This is an optimization exercise on Yosys and OpenROAD, whose aim is small area, not a production implementation. At most, simulation tests tie the RTL to the original design; equivalence was not proved. The clock input has no modelled driver; a real chip could not lean on it and would need a root buffer or a full tree. Power figures rest on the tool's default switching activity, not on a simulated workload.

==> flow/design.v <==
module i2s (
	input master_enable, 
	input sdin, 
	output reg [31:0] dout_l, dout_r, 
	output reg sdout, 
	input [31:0] din_l, din_r, 
	input bclk_i, lrclk_i, 
	output bclk_o, lrclk_o, 
	input [19:0] bdiv, 
	input [7:0] lrdiv, 
	output reg [2:0] cst, nst, 
	input rstn, clk
);
reg bclk;
localparam [19:0] BINV = 20'haaaaa;
reg [19:0] bq;
wire [19:0] bcnt = bq ^ BINV;
wire [20:0] nb;
assign nb[0] = ~master_enable;
genvar gi;
generate for (gi = 0; gi < 20; gi = gi + 1) begin : g_nb
	assign nb[gi+1] = nb[gi] | bcnt[gi];
end endgenerate
wire bload = ~nb[20];
wire [19:0] bcnt_nx = ~(bcnt ^ nb[19:0]) & (bdiv | {20{~bload}});
always @(negedge rstn or posedge clk) begin
	if(!rstn) begin
		bq <= BINV;
		bclk <= 1'b0;
	end
	else begin
		bq <= bcnt_nx ^ BINV;
		bclk <= master_enable ? (bclk ^ bload) : bclk_i;
	end
end
assign bclk_o = bclk;
reg bclk_d;
always @(negedge rstn or posedge clk) begin
	if(!rstn) bclk_d <= 1'b0;
	else bclk_d <= bclk;
end
wire bclk_10 = bclk_d & ~bclk;
reg lrclk;
reg [7:0] lrcnt;
wire [8:0] nl;
assign nl[0] = ~(master_enable & bclk_10);
generate for (gi = 0; gi < 8; gi = gi + 1) begin : g_nl
	assign nl[gi+1] = nl[gi] | lrcnt[gi];
end endgenerate
wire lload = ~nl[8];
wire [7:0] lrcnt_nx = ~(lrcnt ^ nl[7:0]) & (lrdiv | {8{~lload}});
always @(negedge rstn or posedge clk) begin
	if(!rstn) begin
		lrcnt <= 8'd0;
		lrclk <= 1'b0;
	end
	else begin
		lrcnt <= lrcnt_nx;
		lrclk <= master_enable ? (lrclk ^ lload) : lrclk_i;
	end
end
assign lrclk_o = lrclk;
reg lrclk_d;
always @(negedge rstn or posedge clk) begin
	if(!rstn) lrclk_d <= 1'b0;
	else lrclk_d <= lrclk;
end
wire lrclk_01 = ~lrclk_d & lrclk;
wire lrclk_10 = lrclk_d & ~lrclk;
localparam
	start_l = 3'd5, channel_l = 3'd4, idle_l = 3'd3, 
	start_r = 3'd2, channel_r = 3'd1, idle_r = 3'd0;
reg [4:0] ncnt;
wire in_chan = (cst == channel_l) | (cst == channel_r);
wire last = &ncnt;
always @(negedge rstn or posedge clk) begin
	if(!rstn) cst <= idle_r;
	else cst <= nst;
end
always @(*) begin
	case(cst)
		idle_l: nst = lrclk_01 ? start_r : cst;
		start_r: nst = bclk_10 ? channel_r : cst;
		channel_r: nst = bclk_10 & last ? idle_r : cst;
		idle_r: nst = lrclk_10 ? start_l : cst;
		start_l: nst = bclk_10 ? channel_l : cst;
		channel_l: nst = bclk_10 & last ? idle_l : cst;
		default: nst = cst;
	endcase
end
always @(posedge clk) begin
	if(!in_chan) ncnt <= 5'd0;
	else if(bclk_10) ncnt <= ncnt + 5'd1;
end
reg [31:0] tl, tr;
reg tl_v;
reg sdin_d;
wire rx_bit = last ? sdin_d : sdin;
wire sh_l = bclk_10 & (cst == channel_l);
wire sh_r = bclk_10 & (cst == channel_r);
always @(posedge clk) begin
	sdin_d <= sdin;
	if(cst == idle_l) tl <= din_l;
	else if(sh_l) tl <= {tl[30:0], rx_bit};
	if(cst == idle_r) tr <= din_r;
	else if(sh_r) tr <= {tr[30:0], rx_bit};
end
always @(negedge rstn or posedge clk) begin
	if(!rstn) tl_v <= 1'b0;
	else if(cst == idle_l) tl_v <= 1'b1;
end
always @(negedge rstn or posedge clk) begin
	if(!rstn) sdout <= 1'b0;
	else begin
		case(cst)
			channel_l: sdout <= tl[31] & tl_v;
			channel_r: sdout <= tr[31];
			default: sdout <= sdout;
		endcase
	end
end
reg fin;
always @(negedge rstn or posedge clk) begin
	if(!rstn) fin <= 1'b0;
	else fin <= bclk_10 & in_chan & last;
end
always @(negedge rstn or posedge clk) begin
	if(!rstn) begin
		dout_l <= 32'd0;
		dout_r <= 32'd0;
	end
	else begin
		if(fin & (cst == idle_l)) dout_l <= tl;
		if(fin & (cst == idle_r)) dout_r <= tr;
	end
end
endmodule
Settings: LEC_CHECK=0, ABC_AREA=1, CAP_MARGIN=20, CORE_MARGIN=2, CORE_UTILIZATION=60, SLEW_MARGIN=20; clock period 6.0 ns.
standard.sh (not shown) runs the stock make flow with config.mk's settings and CLKGATE_MAP_FILE= SYNTH_SCRIPT=/design/flow/synth_recipe.tcl, a recipe that flattens the netlist after the stock synthesis.
==> flow/flow/run.sh <==
#!/bin/bash
# Standard ORFS layout (the standard.sh) with these changes:
#  - synthesis: no half-adder extraction, and abc maps the logic for area
#    (flow/area.abc) instead of with ORFS's speed script; the registers are
#    mapped before abc exactly as in the standard synthesis;
#  - ports get the smallest buffer (buf_1);
#  - the clock tree is a plain two-level tree (flow/cts_hook.tcl): a root
#    clkbuf_4 driving 12 clkbuf_8, each driving the registers around it.
# The tools' logs are in orfs/logs/ and the make output in flow_standard.log.
set -euo pipefail
here=$(pwd)
export AREA_ABC_SCRIPT=$here/flow/area.abc
export BUFFER_PORTS_ARGS="-buffer_cell sky130_fd_sc_hd__buf_1"
export PRE_CTS_TCL=$here/flow/cts_hook.tcl
export CLOCK_LEAVES=12
export CLOCK_LEAF_BUF=sky130_fd_sc_hd__clkbuf_8
export CLOCK_ROOT_BUF=sky130_fd_sc_hd__clkbuf_4
sed "s|SYNTH_SCRIPT=[^ ]*|SYNTH_SCRIPT=$here/flow/synth.tcl|" standard.sh > own_standard.sh
grep -q "SYNTH_SCRIPT=$here/flow/synth.tcl" own_standard.sh
bash own_standard.sh ADDER_MAP_FILE= finish > flow_standard.log 2>&1
Other scripts of this flow, unchanged in this note and not shown: flow/flow/area.abc, flow/flow/cts_hook.tcl, flow/flow/synth.tcl
Then changed:
--- a/flow/design.v
+++ b/flow/design.v
@@ -95,18 +95,22 @@
 reg [31:0] tl, tr;
 reg tl_v;
 reg sdin_d;
 wire rx_bit = last ? sdin_d : sdin;
 wire sh_l = bclk_10 & (cst == channel_l);
 wire sh_r = bclk_10 & (cst == channel_r);
+wire ld_l = (cst == idle_l);
+wire ld_r = (cst == idle_r);
+wire hd_l = ~ld_l & ~sh_l;
+wire hd_r = ~ld_r & ~sh_r;
+wire [31:0] tl_nx = ({32{ld_l}} & din_l) | ({32{sh_l}} & {tl[30:0], rx_bit}) | ({32{hd_l}} & tl);
+wire [31:0] tr_nx = ({32{ld_r}} & din_r) | ({32{sh_r}} & {tr[30:0], rx_bit}) | ({32{hd_r}} & tr);
 always @(posedge clk) begin
 	sdin_d <= sdin;
-	if(cst == idle_l) tl <= din_l;
-	else if(sh_l) tl <= {tl[30:0], rx_bit};
-	if(cst == idle_r) tr <= din_r;
-	else if(sh_r) tr <= {tr[30:0], rx_bit};
+	tl <= tl_nx;
+	tr <= tr_nx;
 end
 always @(negedge rstn or posedge clk) begin
 	if(!rstn) tl_v <= 1'b0;
 	else if(cst == idle_l) tl_v <= 1'b1;
 end
 always @(negedge rstn or posedge clk) begin
Outcome: Routed wire length rises by 5.5%; setup slack gains 0.059 ns; final cell count goes up by 11%; die area falls by 4.6%; total power is higher by 5.6%; sequential share of layout area falls by 6.3 points; worst hold slack gains 0.0083 ns.
No run of this note takes its clock network from TritonCTS; it comes from the design's own scripts or RTL.

---

Another version of the RTL of i2s (not shown whole).
Size: roughly 550 cells after synthesis, about 170 flip-flops, ~6200 um2 of cells after synthesis.
==> module i2s, before the edit <==
module i2s (
	input master_enable, 
	input sdin, 
	output reg [31:0] dout_l, dout_r, 
	output reg sdout, 
	input [31:0] din_l, din_r, 
	input bclk_i, lrclk_i, 
	output bclk_o, lrclk_o, 
	input [19:0] bdiv, 
	input [7:0] lrdiv, 
	output reg [2:0] cst, nst, 
	input rstn, clk
);
reg bclk;
localparam [19:0] BINV = 20'haaaaa;
reg [19:0] bq;
wire [19:0] bcnt = bq ^ BINV;
wire [20:0] nb;
assign nb[0] = ~master_enable;
genvar gi;
generate for (gi = 0; gi < 20; gi = gi + 1) begin : g_nb
	assign nb[gi+1] = nb[gi] | bcnt[gi];
end endgenerate
reg bcnt_v;
wire bload = master_enable & (~nb[20] | ~bcnt_v);
wire [19:0] bcnt_nx = (~(bcnt ^ nb[19:0]) | {20{~bcnt_v}}) & (bdiv | {20{~bload}});
always @(posedge clk) bq <= bcnt_nx ^ BINV;
always @(negedge rstn or posedge clk) begin
	if(!rstn) begin
		bcnt_v <= 1'b0;
		bclk <= 1'b0;
	end
	else begin
		if(master_enable) bcnt_v <= 1'b1;
		bclk <= master_enable ? (bclk ^ bload) : bclk_i;
	end
end
assign bclk_o = bclk;
reg bclk_d;
always @(negedge rstn or posedge clk) begin
	if(!rstn) bclk_d <= 1'b0;
	else bclk_d <= bclk;
end
wire bclk_10 = bclk_d & ~bclk;
reg lrclk;
reg [7:0] lrcnt;
wire [8:0] nl;
assign nl[0] = ~(master_enable & bclk_10);
generate for (gi = 0; gi < 8; gi = gi + 1) begin : g_nl
	assign nl[gi+1] = nl[gi] | lrcnt[gi];
end endgenerate
reg lrcnt_v;
wire lload = master_enable & bclk_10 & (~nl[8] | ~lrcnt_v);
wire [7:0] lrcnt_nx = (~(lrcnt ^ nl[7:0]) | {8{~lrcnt_v}}) & (lrdiv | {8{~lload}});
always @(posedge clk) lrcnt <= lrcnt_nx;
always @(negedge rstn or posedge clk) begin
	if(!rstn) begin
		lrcnt_v <= 1'b0;
		lrclk <= 1'b0;
	end
	else begin
		if(master_enable & bclk_10) lrcnt_v <= 1'b1;
		lrclk <= master_enable ? (lrclk ^ lload) : lrclk_i;
	end
end
assign lrclk_o = lrclk;
reg lrclk_d;
always @(negedge rstn or posedge clk) begin
	if(!rstn) lrclk_d <= 1'b0;
	else lrclk_d <= lrclk;
end
wire lrclk_01 = ~lrclk_d & lrclk;
wire lrclk_10 = lrclk_d & ~lrclk;
localparam
	start_l = 3'd5, channel_l = 3'd4, idle_l = 3'd3, 
	start_r = 3'd2, channel_r = 3'd1, idle_r = 3'd0;
reg [4:0] ncnt;
wire in_chan = (cst == channel_l) | (cst == channel_r);
wire last = &ncnt;
always @(negedge rstn or posedge clk) begin
	if(!rstn) cst <= idle_r;
	else cst <= nst;
end
always @(*) begin
	case(cst)
		idle_l: nst = lrclk_01 ? start_r : cst;
		start_r: nst = bclk_10 ? channel_r : cst;
		channel_r: nst = bclk_10 & last ? idle_r : cst;
		idle_r: nst = lrclk_10 ? start_l : cst;
		start_l: nst = bclk_10 ? channel_l : cst;
		channel_l: nst = bclk_10 & last ? idle_l : cst;
		default: nst = cst;
	endcase
end
always @(posedge clk) begin
	if(!in_chan) ncnt <= 5'd0;
	else if(bclk_10) ncnt <= ncnt + 5'd1;
end
reg [31:0] tl, tr;
reg tl_v;
reg sdin_d;
wire rx_bit = last ? sdin_d : sdin;
wire sh_l = bclk_10 & (cst == channel_l);
wire sh_r = bclk_10 & (cst == channel_r);
wire ld_l = (cst == idle_l);
wire ld_r = (cst == idle_r);
wire hd_l = ~ld_l & ~sh_l;
wire hd_r = ~ld_r & ~sh_r;
wire [31:0] tl_nx = ({32{ld_l}} & din_l) | ({32{sh_l}} & {tl[30:0], rx_bit}) | ({32{hd_l}} & tl);
wire [31:0] tr_nx = ({32{ld_r}} & din_r) | ({32{sh_r}} & {tr[30:0], rx_bit}) | ({32{hd_r}} & tr);
always @(posedge clk) begin
	sdin_d <= sdin;
	tl <= tl_nx;
	tr <= tr_nx;
end
always @(negedge rstn or posedge clk) begin
	if(!rstn) tl_v <= 1'b0;
	else if(cst == idle_l) tl_v <= 1'b1;
end
always @(negedge rstn or posedge clk) begin
	if(!rstn) sdout <= 1'b0;
	else begin
		case(cst)
			channel_l: sdout <= tl[31] & tl_v;
			channel_r: sdout <= tr[31];
			default: sdout <= sdout;
		endcase
	end
end
reg fin;
always @(negedge rstn or posedge clk) begin
	if(!rstn) fin <= 1'b0;
	else fin <= bclk_10 & in_chan & last;
end
always @(negedge rstn or posedge clk) begin
	if(!rstn) begin
		dout_l <= 32'd0;
		dout_r <= 32'd0;
	end
	else begin
		if(fin & (cst == idle_l)) dout_l <= tl;
		if(fin & (cst == idle_r)) dout_r <= tr;
	end
end
endmodule
Settings: LEC_CHECK=0, ABC_AREA=1, CAP_MARGIN=20, CORE_MARGIN=2, CORE_UTILIZATION=60, SLEW_MARGIN=20; clock period 6.0 ns.
Scripts as last shown in full above: flow/flow/run.sh
Other scripts of this flow, unchanged in this note and not shown: flow/flow/area.abc, flow/flow/cts_hook.tcl, flow/flow/synth.tcl
The first run passed the timing, design-rule and antenna checks.
Next try:
--- a/flow/design.v
+++ b/flow/design.v
@@ -12,26 +12,22 @@
 	input rstn, clk
 );
 reg bclk;
-localparam [19:0] BINV = 20'haaaaa;
-reg [19:0] bq;
-wire [19:0] bcnt = bq ^ BINV;
+reg [19:0] bcnt;
 wire [20:0] nb;
 assign nb[0] = ~master_enable;
 genvar gi;
 generate for (gi = 0; gi < 20; gi = gi + 1) begin : g_nb
 	assign nb[gi+1] = nb[gi] | bcnt[gi];
 end endgenerate
-reg bcnt_v;
-wire bload = master_enable & (~nb[20] | ~bcnt_v);
-wire [19:0] bcnt_nx = (~(bcnt ^ nb[19:0]) | {20{~bcnt_v}}) & (bdiv | {20{~bload}});
-always @(posedge clk) bq <= bcnt_nx ^ BINV;
+wire bload = ~nb[20];
+wire [19:0] bcnt_nx = ~(bcnt ^ nb[19:0]) & (bdiv | {20{~bload}});
 always @(negedge rstn or posedge clk) begin
 	if(!rstn) begin
-		bcnt_v <= 1'b0;
+		bcnt <= 20'd0;
 		bclk <= 1'b0;
 	end
 	else begin
-		if(master_enable) bcnt_v <= 1'b1;
+		bcnt <= bcnt_nx;
 		bclk <= master_enable ? (bclk ^ bload) : bclk_i;
 	end
 end
@@ -49,17 +45,15 @@
 generate for (gi = 0; gi < 8; gi = gi + 1) begin : g_nl
 	assign nl[gi+1] = nl[gi] | lrcnt[gi];
 end endgenerate
-reg lrcnt_v;
-wire lload = master_enable & bclk_10 & (~nl[8] | ~lrcnt_v);
-wire [7:0] lrcnt_nx = (~(lrcnt ^ nl[7:0]) | {8{~lrcnt_v}}) & (lrdiv | {8{~lload}});
-always @(posedge clk) lrcnt <= lrcnt_nx;
+wire lload = ~nl[8];
+wire [7:0] lrcnt_nx = ~(lrcnt ^ nl[7:0]) & (lrdiv | {8{~lload}});
 always @(negedge rstn or posedge clk) begin
 	if(!rstn) begin
-		lrcnt_v <= 1'b0;
+		lrcnt <= 8'd0;
 		lrclk <= 1'b0;
 	end
 	else begin
-		if(master_enable & bclk_10) lrcnt_v <= 1'b1;
+		lrcnt <= lrcnt_nx;
 		lrclk <= master_enable ? (lrclk ^ lload) : lrclk_i;
 	end
 end
@@ -102,16 +96,12 @@
 wire rx_bit = last ? sdin_d : sdin;
 wire sh_l = bclk_10 & (cst == channel_l);
 wire sh_r = bclk_10 & (cst == channel_r);
-wire ld_l = (cst == idle_l);
-wire ld_r = (cst == idle_r);
-wire hd_l = ~ld_l & ~sh_l;
-wire hd_r = ~ld_r & ~sh_r;
-wire [31:0] tl_nx = ({32{ld_l}} & din_l) | ({32{sh_l}} & {tl[30:0], rx_bit}) | ({32{hd_l}} & tl);
-wire [31:0] tr_nx = ({32{ld_r}} & din_r) | ({32{sh_r}} & {tr[30:0], rx_bit}) | ({32{hd_r}} & tr);
 always @(posedge clk) begin
 	sdin_d <= sdin;
-	tl <= tl_nx;
-	tr <= tr_nx;
+	if(cst == idle_l) tl <= din_l;
+	else if(sh_l) tl <= {tl[30:0], rx_bit};
+	if(cst == idle_r) tr <= din_r;
+	else if(sh_r) tr <= {tr[30:0], rx_bit};
 end
 always @(negedge rstn or posedge clk) begin
 	if(!rstn) tl_v <= 1'b0;
What happened: Clock skew went up by 0.0042 ns; fmax went down by 9.4%; cell area went up by about 6%; core utilization went up by 0.21 points; routed wire length went down by about 1.1%; hold slack is better by 0.036 ns; setup slack is worse by 0.52 ns.
The RTL of the first run of this note was laid out without a check of its function. No run of this note takes its clock network from TritonCTS; it comes from the design's own scripts or RTL.

what the ideal ports hide:
How much do the figures lean on ideal ports? The routed layouts below were timed once more, with nothing changed but the port constraints.
Step 1 assumes that a clkbuf_16 drives the clock port and a buf_2 every other input.
Step 2, shift: input delay + t, output delay - t, t = (earliest + latest rising clock arrival at the registers) / 2. This alone moves slack from input paths to output paths.
Three values: ideal ports, drivers, drivers and shift; two values: the first two.
run	t, ns	slack for setup (ns)	hold WS [ns]
the first run of note 1	0.592	1.194 / 1.206 / 0.614	0.441 / 0.441 / 0.441
the second run of note 1	0.587	1.252 / 1.265 / 0.679	0.450 / 0.450 / 0.450
the first run of note 2	0.577	0.976 / 0.987 / 0.410	0.424 / 0.424 / 0.424
the second run of note 2	0.599	0.455 / 0.466 / -0.134	0.460 / 0.460 / 0.460
Met with ideal ports but missed after step 2: setup timing in the second run of note 2. The setup slack of the second run of note 2, which loses most, moves by +0.011 ns with the drivers and by -0.589 ns with both steps.
